From an optimization exercise on the open Yosys and OpenROAD flow, aimed at small area, a short achievable clock period and few clock cycles; shortcuts taken in it are not production practice.
RTL that was checked went through simulation tests only; none was proved equivalent to the original.

==> inputs of branch indigo <==
==> flow/design.v <==
module muldiv (
    input  wire        clk,
    input  wire        rst,
    input  wire        start,
    input  wire        op,
    input  wire [31:0] a,
    input  wire [31:0] b,
    output reg         done,
    output reg         divby0,
    output wire [31:0] hi,
    output wire [31:0] lo
);
localparam IDLE = 3'd0, PREP = 3'd1, MSTEP = 3'd2, DSTEP = 3'd3, FIX1 = 3'd4, FIX2 = 3'd5;
reg  [2:0]  state;
reg  [31:0] H, L;
reg         Lx;           
reg  [32:0] Y;            
reg  [4:0]  cnt;          
reg         opr, an, bn;
reg         rs;           
reg         first;        
reg         bs1, bs2, bs4, bsc, binv, bcin;
assign hi = H;
assign lo = L;
function [4:0] blen;
    input [31:0] v;
    integer i;
    begin
        blen = 5'd0;
        for (i = 0; i < 31; i = i + 1)
            if (v[i] ^ v[31]) blen = i + 1;
    end
endfunction
wire [4:0] lza = blen(a);
wire [4:0] lzb = blen(b);
wire       pa  = a[31] & ~|(~a[31:1] & a[30:0]);
wire [5:0] La0 = {1'b0, lza} + {5'd0, op & pa};
wire [5:0] Lb0 = {1'b0, lzb} | {5'd0, op & (lzb == 5'd0)};
wire       zq0 = (lza < lzb) & ~pa;
wire       by0 = (b == 32'd0);
reg  [5:0] La, Lb;
reg        zqf;                  
wire [6:0] kd  = {1'b0, La} - {1'b0, Lb};
wire       zq  = kd[6];          
wire       swp = kd[6];          
wire [4:0] lm  = swp ? La[4:0] : Lb[4:0];
wire [4:0] cnt0 = opr ? kd[4:0] : {1'b0, lm[4:1]};
wire [35:0] Yx = {{3{Y[32]}}, Y};
wire [35:0] X  = ({36{bs1}} & Yx)
               | ({36{bs2}} & {Yx[34:0], 1'b0})
               | ({36{bs4}} & {Yx[33:0], 2'b00})
               | {34'd0, bsc, bsc};
wire [35:0] Bop = X ^ {36{binv}};
wire [35:0] Aop = {Lx, Lx, Lx, L, 2'b00};
wire [35:0] S   = Aop + Bop + {35'd0, bcin};
wire [4:0]  shamt = opr ? kd[4:0] : {~lm[4:1], 1'b0};
wire [32:0] shin  = (opr | ~swp) ? Y : {L[31], L};
wire [32:0] shout = shin << shamt;
wire [29:0] Hsh = H[29:0];
wire [29:0] Hp1 = Hsh + 30'd1;
wire [29:0] Hm1 = Hsh - 30'd1;
wire [29:0] Hc  = (S[35:34] == 2'b01) ? Hp1 : (S[35:34] == 2'b11) ? Hm1 : Hsh;
reg  [29:0] mask;
integer mi;
always @(*) begin
    for (mi = 0; mi < 30; mi = mi + 1)
        mask[mi] = ({cnt, 1'b0} <= (6'd29 - mi));
end
wire [31:0] Hmul = {(mask & Hc) | (~mask & Hsh), S[33:32]};
function [2:0] booth;    
    input [2:0] x;
    begin
        booth[2] = x[1] ^ x[0];
        booth[1] = (x[2] & ~x[1] & ~x[0]) | (~x[2] & x[1] & x[0]);
        booth[0] = x[2] & ~(x[1] & x[0]);
    end
endfunction
wire [2:0] bprep = booth({shout[31:30], shout[29] & (lm[4:1] != 4'd0)});
wire [2:0] bstep = booth({H[29:28], H[27] & (cnt != 5'd1)});
wire nq  = an ^ bn;
wire sub = ~nq;
wire rsn = an ? (S[35] | (S[35:2] == 34'd0)) : ~S[35];
always @(posedge clk) begin
    if (rst) begin
        state  <= IDLE;
        done   <= 1'b0;
        divby0 <= 1'b0;
    end else begin
        done <= 1'b0;
        case (state)
            IDLE: if (start) begin
                divby0 <= op & by0;
                if (op & by0) begin
                    done <= 1'b1;
                end else begin
                    state <= PREP;
                end
            end
            PREP: begin
                if (!opr)           state <= MSTEP;
                else if (zq & zqf) begin
                    state <= IDLE;
                    done  <= 1'b1;
                end else if (zq)    state <= FIX1;
                else                state <= DSTEP;
            end
            MSTEP: if (cnt == 5'd0) begin
                state <= IDLE;
                done  <= 1'b1;
            end
            DSTEP: if (cnt == 5'd0) state <= FIX1;
            FIX1: if (nq) state <= FIX2;
                  else begin
                      state <= IDLE;
                      done  <= 1'b1;
                  end
            FIX2: begin
                state <= IDLE;
                done  <= 1'b1;
            end
            default: state <= IDLE;
        endcase
    end
end
always @(posedge clk) begin
    {bs1, bs2, bs4, bsc, binv, bcin} <= 6'd0;
    case (state)
        IDLE: begin
            L   <= a;
            Lx  <= a[31];
            Y   <= {b[31], b};
            opr <= op;
            an  <= a[31];
            bn  <= b[31];
            La  <= La0;
            Lb  <= Lb0;
            zqf <= zq0;
        end
        PREP: begin
            cnt <= cnt0;
            if (!opr) begin
                H  <= shout[31:0];
                if (!swp) Y <= {L[31], L};
                L  <= 32'd0;
                Lx <= 1'b0;
                {bs1, bs2, binv} <= bprep;
                bcin <= bprep[0];
            end else if (zq & zqf) begin
                H  <= S[33:2];
                L  <= 32'd0;
            end else begin
                Y  <= shout;
                {Lx, L} <= S[34:2];
                H  <= {32{nq}};
                rs    <= 1'b0;
                first <= 1'b1;
                bs4  <= ~zq;
                binv <= ~zq & sub;
                bcin <= ~zq & sub;
            end
        end
        MSTEP: begin
            H <= Hmul;
            L <= S[31:0];
            cnt <= cnt - 5'd1;
            {bs1, bs2, binv} <= bstep;
            bcin <= bstep[0];
        end
        DSTEP: begin
            {Lx, L} <= S[34:2];
            H     <= {H[30:0], (rs & ~first) ^ nq};
            rs    <= rsn;
            first <= 1'b0;
            cnt   <= cnt - 5'd1;
            if (cnt != 5'd0) Y <= {Y[32], Y[32:1]};
            bs4  <= (cnt != 5'd0) | ~rsn;
            binv <= rsn ^ bn ^ an;
            bcin <= rsn ^ bn ^ an;
        end
        FIX1: begin
            H <= S[33:2];
            L <= {H[30:0], rs ^ nq};
            bsc  <= 1'b1;
            bcin <= 1'b1;
        end
        FIX2: begin
            L <= S[33:2];
        end
        default: ;
    endcase
end
endmodule
==> flow/flow/run.sh <==
#!/bin/bash
# The standard layout, with the smallest buffer on each port (the standard
# flow picks a delay cell). Each tool's own log stays under orfs/logs/.
set -euo pipefail
export BUFFER_PORTS_ARGS="-buffer_cell sky130_fd_sc_hd__buf_1"
bash standard.sh > flow.log 2>&1
==> flow/standard.sh <==
#!/bin/bash
# synth_recipe.tcl (not shown) runs the flow's synth.tcl, then flattens the netlist and writes it again
# the make line also repeats each setting of config.mk as NAME=value (left out here)
make -C /OpenROAD-flow-scripts/flow DESIGN_CONFIG=/design/flow/config.mk WORK_HOME=/design/flow/orfs CLKGATE_MAP_FILE= SYNTH_SCRIPT=/design/flow/synth_recipe.tcl "${@:-finish}"
==> flow/config.mk <==
export PLATFORM = sky130hd
export DESIGN_NAME = muldiv
export DESIGN_NICKNAME = muldiv
export VERILOG_FILES = /design/flow/design.v
export SDC_FILE = /design/flow/constraint.sdc
export NUM_CORES = 4
export LEC_CHECK = 0
export CAP_MARGIN = 20
export CORE_MARGIN = 2
export CORE_UTILIZATION = 40
export PLACE_DENSITY = 0.6
export SETUP_SLACK_MARGIN = 0.5
export SLEW_MARGIN = 20
==> flow/constraint.sdc <==
create_clock -name core_clock -period 5.0 [get_ports {clk}]
set_input_delay 1.0000 -clock core_clock [delete_from_list [all_inputs] [get_ports {clk}]]
set_output_delay 1.0000 -clock core_clock [all_outputs]
set_load 0.01 [all_outputs]
==> inputs of branch cedar, as changes to branch indigo <==
--- a/flow/design.v
+++ b/flow/design.v
@@ -18,5 +18,3 @@
 reg  [4:0]  cnt;          
-reg         opr, an, bn;
-reg         rs;           
-reg         first;        
+reg         opr, an, bn, zq, swp;
 reg         bs1, bs2, bs4, bsc, binv, bcin;
@@ -36,13 +34,10 @@
 wire       pa  = a[31] & ~|(~a[31:1] & a[30:0]);
-wire [5:0] La0 = {1'b0, lza} + {5'd0, op & pa};
-wire [5:0] Lb0 = {1'b0, lzb} | {5'd0, op & (lzb == 5'd0)};
-wire       zq0 = (lza < lzb) & ~pa;
-wire       by0 = (b == 32'd0);
-reg  [5:0] La, Lb;
-reg        zqf;                  
+wire [5:0] La  = {1'b0, lza} + {5'd0, pa};
+wire [5:0] Lb  = {1'b0, lzb} | {5'd0, (lzb == 5'd0)};
 wire [6:0] kd  = {1'b0, La} - {1'b0, Lb};
-wire       zq  = kd[6];          
-wire       swp = kd[6];          
-wire [4:0] lm  = swp ? La[4:0] : Lb[4:0];
-wire [4:0] cnt0 = opr ? kd[4:0] : {1'b0, lm[4:1]};
+wire       zq_in  = kd[6];
+wire       swp_in = (lza < lzb);
+wire [4:0] lm     = swp_in ? lza : lzb;
+wire       by0    = (b == 32'd0);
+wire       zq0    = swp_in & ~pa;
 wire [35:0] Yx = {{3{Y[32]}}, Y};
@@ -55,3 +50,3 @@
 wire [35:0] S   = Aop + Bop + {35'd0, bcin};
-wire [4:0]  shamt = opr ? kd[4:0] : {~lm[4:1], 1'b0};
+wire [4:0]  shamt = opr ? cnt : {~cnt[3:0], 1'b0};
 wire [32:0] shin  = (opr | ~swp) ? Y : {L[31], L};
@@ -77,3 +72,3 @@
 endfunction
-wire [2:0] bprep = booth({shout[31:30], shout[29] & (lm[4:1] != 4'd0)});
+wire [2:0] bprep = booth({shout[31:30], shout[29] & (cnt != 5'd0)});
 wire [2:0] bstep = booth({H[29:28], H[27] & (cnt != 5'd1)});
@@ -81,3 +76,3 @@
 wire sub = ~nq;
-wire rsn = an ? (S[35] | (S[35:2] == 34'd0)) : ~S[35];
+wire acc = ~(S[35] ^ an);
 always @(posedge clk) begin
@@ -92,3 +87,3 @@
                 divby0 <= op & by0;
-                if (op & by0) begin
+                if (op & (by0 | zq0)) begin
                     done <= 1'b1;
@@ -99,8 +94,7 @@
             PREP: begin
-                if (!opr)           state <= MSTEP;
-                else if (zq & zqf) begin
+                if (!opr)      state <= MSTEP;
+                else if (zq) begin
                     state <= IDLE;
                     done  <= 1'b1;
-                end else if (zq)    state <= FIX1;
-                else                state <= DSTEP;
+                end else       state <= DSTEP;
             end
@@ -128,3 +122,4 @@
         IDLE: begin
-            L   <= a;
+            H   <= a;
+            L   <= a & {32{~(op & zq0)}};
             Lx  <= a[31];
@@ -134,8 +129,9 @@
             bn  <= b[31];
-            La  <= La0;
-            Lb  <= Lb0;
-            zqf <= zq0;
+            zq  <= zq_in;
+            swp <= swp_in;
+            cnt <= op ? kd[4:0] : {1'b0, lm[4:1]};
+            bsc  <= op & a[31] & ~zq_in;
+            binv <= op & a[31] & ~zq_in;
         end
         PREP: begin
-            cnt <= cnt0;
             if (!opr) begin
@@ -147,3 +143,3 @@
                 bcin <= bprep[0];
-            end else if (zq & zqf) begin
+            end else if (zq) begin
                 H  <= S[33:2];
@@ -154,7 +150,5 @@
                 H  <= {32{nq}};
-                rs    <= 1'b0;
-                first <= 1'b1;
-                bs4  <= ~zq;
-                binv <= ~zq & sub;
-                bcin <= ~zq & sub;
+                bs4  <= 1'b1;
+                binv <= sub;
+                bcin <= sub;
             end
@@ -169,11 +163,14 @@
         DSTEP: begin
-            {Lx, L} <= S[34:2];
-            H     <= {H[30:0], (rs & ~first) ^ nq};
-            rs    <= rsn;
-            first <= 1'b0;
-            cnt   <= cnt - 5'd1;
-            if (cnt != 5'd0) Y <= {Y[32], Y[32:1]};
-            bs4  <= (cnt != 5'd0) | ~rsn;
-            binv <= rsn ^ bn ^ an;
-            bcin <= rsn ^ bn ^ an;
+            if (acc) {Lx, L} <= S[34:2];
+            H <= {H[30:0], acc ^ nq};
+            Y <= {Y[32], Y[32:1]};
+            cnt <= cnt - 5'd1;
+            if (cnt == 5'd0) begin
+                bsc  <= an;
+                bcin <= an;
+            end else begin
+                bs4  <= 1'b1;
+                binv <= sub;
+                bcin <= sub;
+            end
         end
@@ -181,3 +178,3 @@
             H <= S[33:2];
-            L <= {H[30:0], rs ^ nq};
+            L <= H;
             bsc  <= 1'b1;
GPL_TIMING_DRIVEN = 0   (was not set)
==> run summary <==
Outcome: branch indigo timing/DRC/antenna clean; branch cedar timing/DRC/antenna clean
Number of placed instances, taps included: branch indigo 2,790; branch cedar 2,514
Total nets after synthesis: branch indigo 2,303; branch cedar 2,050
Met1 track utilization from global routing: branch indigo 0.519; branch cedar 0.580
Inverter count of the layout excluding clock inverters: branch indigo 59; branch cedar 50
Simple-gate share of the synthesized area: branch indigo 0.224; branch cedar 0.227
RD Place Congestion: branch indigo 1.04; branch cedar 1.05
Final Critical Period: branch indigo 4490 ps; branch cedar 4650 ps
Tapcell Cnt: branch indigo 525; branch cedar 468
Area share of fa/ha/maj cells after synthesis: branch indigo 0.0443; branch cedar 0.0493
Final Non-Filler Cells: branch indigo 2,880; branch cedar 2,582
Cell area after placement: branch indigo 17,800 µm²; branch cedar 16,100 µm²
Placeable core region: branch indigo 39,900 µm²; branch cedar 36,700 µm²
Length of routed met3 wiring: branch indigo 8990 µm; branch cedar 11,500 µm
Final design instance area without fill: branch indigo 19,500 µm²; branch cedar 17,600 µm²
Worst-case setup margin in the final layout: branch indigo 507 ps; branch cedar 353 ps
Required time of the worst setup path: branch indigo 5210 ps; branch cedar 5310 ps
Nets@finish: branch indigo 2,467; branch cedar 2,226
Worst clock skew on the final layout: branch indigo 10.7 ps; branch cedar 15.7 ps
Fill cells: branch indigo 3,999; branch cedar 3,758
Fraction of layout cells with a size suffix above 1: branch indigo 0.161; branch cedar 0.132
Crit. Startpoint: branch indigo bs1; branch cedar cnt[3]
Post-synthesis compound-gate area fraction: branch indigo 0.328; branch cedar 0.312
Nonclk buf count: branch indigo 316; branch cedar 320
Slew Limit Headroom: branch indigo 0.269; branch cedar 0.197
Testbench counts of branch cedar, summed over its fixed seeds: cycles 11,676.
No functional check of the RTL was part of branch indigo.


==> inputs of branch sierra <==
// muldiv: RTL as listed in full above, without the edits since
export LEC_CHECK = 0
export CAP_MARGIN = 20
export CORE_MARGIN = 2
export CORE_UTILIZATION = 40
export PLACE_DENSITY = 0.6
export SLEW_MARGIN = 20
create_clock -name core_clock -period 5.0 [get_ports {clk}]
standard.sh (not shown) runs the stock make flow with config.mk's settings and CLKGATE_MAP_FILE= SYNTH_SCRIPT=/design/flow/synth_recipe.tcl, a recipe that flattens the netlist after the stock synthesis.
==> flow/flow/run.sh <==
#!/bin/bash
# The standard layout, with the smallest buffer on each port (the standard
# flow picks a delay cell). Each tool's own log stays under orfs/logs/.
set -euo pipefail
export BUFFER_PORTS_ARGS="-buffer_cell sky130_fd_sc_hd__buf_1"
bash standard.sh > flow.log 2>&1
==> branch amber: changes against branch sierra <==
--- a/flow/design.v
+++ b/flow/design.v
@@ -16,9 +16,7 @@
 reg         Lx;           
 reg  [32:0] Y;            
 reg  [4:0]  cnt;          
-reg         opr, an, bn;
-reg         rs;           
-reg         first;        
+reg         opr, an, bn, zq, swp;
 reg         bs1, bs2, bs4, bsc, binv, bcin;
 assign hi = H;
 assign lo = L;
@@ -34,17 +32,14 @@
 wire [4:0] lza = blen(a);
 wire [4:0] lzb = blen(b);
 wire       pa  = a[31] & ~|(~a[31:1] & a[30:0]);
-wire [5:0] La0 = {1'b0, lza} + {5'd0, op & pa};
-wire [5:0] Lb0 = {1'b0, lzb} | {5'd0, op & (lzb == 5'd0)};
-wire       zq0 = (lza < lzb) & ~pa;
-wire       by0 = (b == 32'd0);
-reg  [5:0] La, Lb;
-reg        zqf;                  
+wire [5:0] La  = {1'b0, lza} + {5'd0, pa};
+wire [5:0] Lb  = {1'b0, lzb} | {5'd0, (lzb == 5'd0)};
 wire [6:0] kd  = {1'b0, La} - {1'b0, Lb};
-wire       zq  = kd[6];          
-wire       swp = kd[6];          
-wire [4:0] lm  = swp ? La[4:0] : Lb[4:0];
-wire [4:0] cnt0 = opr ? kd[4:0] : {1'b0, lm[4:1]};
+wire       zq_in  = kd[6];
+wire       swp_in = (lza < lzb);
+wire [4:0] lm     = swp_in ? lza : lzb;
+wire       by0    = (b == 32'd0);
+wire       zq0    = swp_in & ~pa;
 wire [35:0] Yx = {{3{Y[32]}}, Y};
 wire [35:0] X  = ({36{bs1}} & Yx)
                | ({36{bs2}} & {Yx[34:0], 1'b0})
@@ -53,7 +48,7 @@
 wire [35:0] Bop = X ^ {36{binv}};
 wire [35:0] Aop = {Lx, Lx, Lx, L, 2'b00};
 wire [35:0] S   = Aop + Bop + {35'd0, bcin};
-wire [4:0]  shamt = opr ? kd[4:0] : {~lm[4:1], 1'b0};
+wire [4:0]  shamt = opr ? cnt : {~cnt[3:0], 1'b0};
 wire [32:0] shin  = (opr | ~swp) ? Y : {L[31], L};
 wire [32:0] shout = shin << shamt;
 wire [29:0] Hsh = H[29:0];
@@ -75,11 +70,11 @@
         booth[0] = x[2] & ~(x[1] & x[0]);
     end
 endfunction
-wire [2:0] bprep = booth({shout[31:30], shout[29] & (lm[4:1] != 4'd0)});
+wire [2:0] bprep = booth({shout[31:30], shout[29] & (cnt != 5'd0)});
 wire [2:0] bstep = booth({H[29:28], H[27] & (cnt != 5'd1)});
 wire nq  = an ^ bn;
 wire sub = ~nq;
-wire rsn = an ? (S[35] | (S[35:2] == 34'd0)) : ~S[35];
+wire acc = ~(S[35] ^ an);
 always @(posedge clk) begin
     if (rst) begin
         state  <= IDLE;
@@ -90,19 +85,18 @@
         case (state)
             IDLE: if (start) begin
                 divby0 <= op & by0;
-                if (op & by0) begin
+                if (op & (by0 | zq0)) begin
                     done <= 1'b1;
                 end else begin
                     state <= PREP;
                 end
             end
             PREP: begin
-                if (!opr)           state <= MSTEP;
-                else if (zq & zqf) begin
+                if (!opr)      state <= MSTEP;
+                else if (zq) begin
                     state <= IDLE;
                     done  <= 1'b1;
-                end else if (zq)    state <= FIX1;
-                else                state <= DSTEP;
+                end else       state <= DSTEP;
             end
             MSTEP: if (cnt == 5'd0) begin
                 state <= IDLE;
@@ -126,18 +120,20 @@
     {bs1, bs2, bs4, bsc, binv, bcin} <= 6'd0;
     case (state)
         IDLE: begin
-            L   <= a;
+            H   <= a;
+            L   <= a & {32{~(op & zq0)}};
             Lx  <= a[31];
             Y   <= {b[31], b};
             opr <= op;
             an  <= a[31];
             bn  <= b[31];
-            La  <= La0;
-            Lb  <= Lb0;
-            zqf <= zq0;
+            zq  <= zq_in;
+            swp <= swp_in;
+            cnt <= op ? kd[4:0] : {1'b0, lm[4:1]};
+            bsc  <= op & a[31] & ~zq_in;
+            binv <= op & a[31] & ~zq_in;
         end
         PREP: begin
-            cnt <= cnt0;
             if (!opr) begin
                 H  <= shout[31:0];
                 if (!swp) Y <= {L[31], L};
@@ -145,18 +141,16 @@
                 Lx <= 1'b0;
                 {bs1, bs2, binv} <= bprep;
                 bcin <= bprep[0];
-            end else if (zq & zqf) begin
+            end else if (zq) begin
                 H  <= S[33:2];
                 L  <= 32'd0;
             end else begin
                 Y  <= shout;
                 {Lx, L} <= S[34:2];
                 H  <= {32{nq}};
-                rs    <= 1'b0;
-                first <= 1'b1;
-                bs4  <= ~zq;
-                binv <= ~zq & sub;
-                bcin <= ~zq & sub;
+                bs4  <= 1'b1;
+                binv <= sub;
+                bcin <= sub;
             end
         end
         MSTEP: begin
@@ -167,19 +161,22 @@
             bcin <= bstep[0];
         end
         DSTEP: begin
-            {Lx, L} <= S[34:2];
-            H     <= {H[30:0], (rs & ~first) ^ nq};
-            rs    <= rsn;
-            first <= 1'b0;
-            cnt   <= cnt - 5'd1;
-            if (cnt != 5'd0) Y <= {Y[32], Y[32:1]};
-            bs4  <= (cnt != 5'd0) | ~rsn;
-            binv <= rsn ^ bn ^ an;
-            bcin <= rsn ^ bn ^ an;
+            if (acc) {Lx, L} <= S[34:2];
+            H <= {H[30:0], acc ^ nq};
+            Y <= {Y[32], Y[32:1]};
+            cnt <= cnt - 5'd1;
+            if (cnt == 5'd0) begin
+                bsc  <= an;
+                bcin <= an;
+            end else begin
+                bs4  <= 1'b1;
+                binv <= sub;
+                bcin <= sub;
+            end
         end
         FIX1: begin
             H <= S[33:2];
-            L <= {H[30:0], rs ^ nq};
+            L <= H;
             bsc  <= 1'b1;
             bcin <= 1'b1;
         end
ABC_AREA = 1   (was unset)
CTS_BUF_LIST = sky130_fd_sc_hd__clkbuf_4 sky130_fd_sc_hd__clkbuf_8   (was unset)
SETUP_SLACK_MARGIN = 0.3   (was unset)
==> run summary <==
quantity                                                                    branch amber    branch sierra
Synth Cell Area                                                              0.01481 mm²      0.01625 mm²
Fraction of the mapped netlist area in adder cells                               0.04969          0.04434
Count of unique library cells instantiated by Yosys                                   74              104
Result of the run                                               timing/DRC/antenna clean  timing/DRC/antenna clean
Top-area cell type share of the netlist area                                      0.2190           0.2217
Reg-to-reg critical path endpoint                                        H[19]$_DFFE_PP_  H[28]$_DFFE_PP_
Die Height                                                                      196.4 µm         205.6 µm
Total of plain and repair buffers excluding clock buffers                            209              241
Delay of the slowest cell on the worst path                                      0.42 ns          0.55 ns
Count of standard-cell rows                                                           70               73
XOR/XNOR share of the synthesized area                                           0.07327          0.05597
Proportion of synthesized area in mux cells                                     0.008789          0.05574
Core Util, Final                                                                  0.4548           0.4589
Library cell contributing the largest single delay on the critical path           or3b_1            or4_1
Critical path launch point                                                   bs4$_DFF_P_      bs1$_DFF_P_
Period Utilization, post-route                                                    0.9026           0.9622
Testbench counts of branch amber, summed over its fixed seeds: cycles 11,676.
The RTL of branch sierra was laid out without a check of its function.

[afterwards: timing with drivers on the ports]
No port has a modelled driver above. Below, the same layouts with a new extraction and two added sets of constraints.
Step 1 assumes that a clkbuf_16 drives the clock port and a buf_2 every other input.
Step 2 times the ports against the registers' clock, not the clock port: input delays grow and output delays shrink by t, the midpoint of the rising clock arrivals with the driver on.
Three values: no drivers, after step 1, after step 2; two values: the first two.
run	t (ns)	setup slack, ns	worst setup path after step 2	clock arrival spread, ns	worst data-port slew with drivers (ns)
branch indigo	0.502	0.507 / 0.507 / 0.235	input to register	0.010 / 0.011	0.04
branch cedar	0.520	0.353 / 0.353 / 0.077	input to register	0.016 / 0.016	0.08
branch sierra	0.506	0.189 / 0.189 / -0.126	input to register	0.016 / 0.016	0.03
branch amber	0.528	0.487 / 0.487 / 0.178	input to register	0.021 / 0.021	0.06
Met with ideal ports but missed after step 2: setup timing in branch sierra. For branch sierra, which loses most, drivers alone change the setup slack by 0.000 ns; drivers and shift together by -0.315 ns.
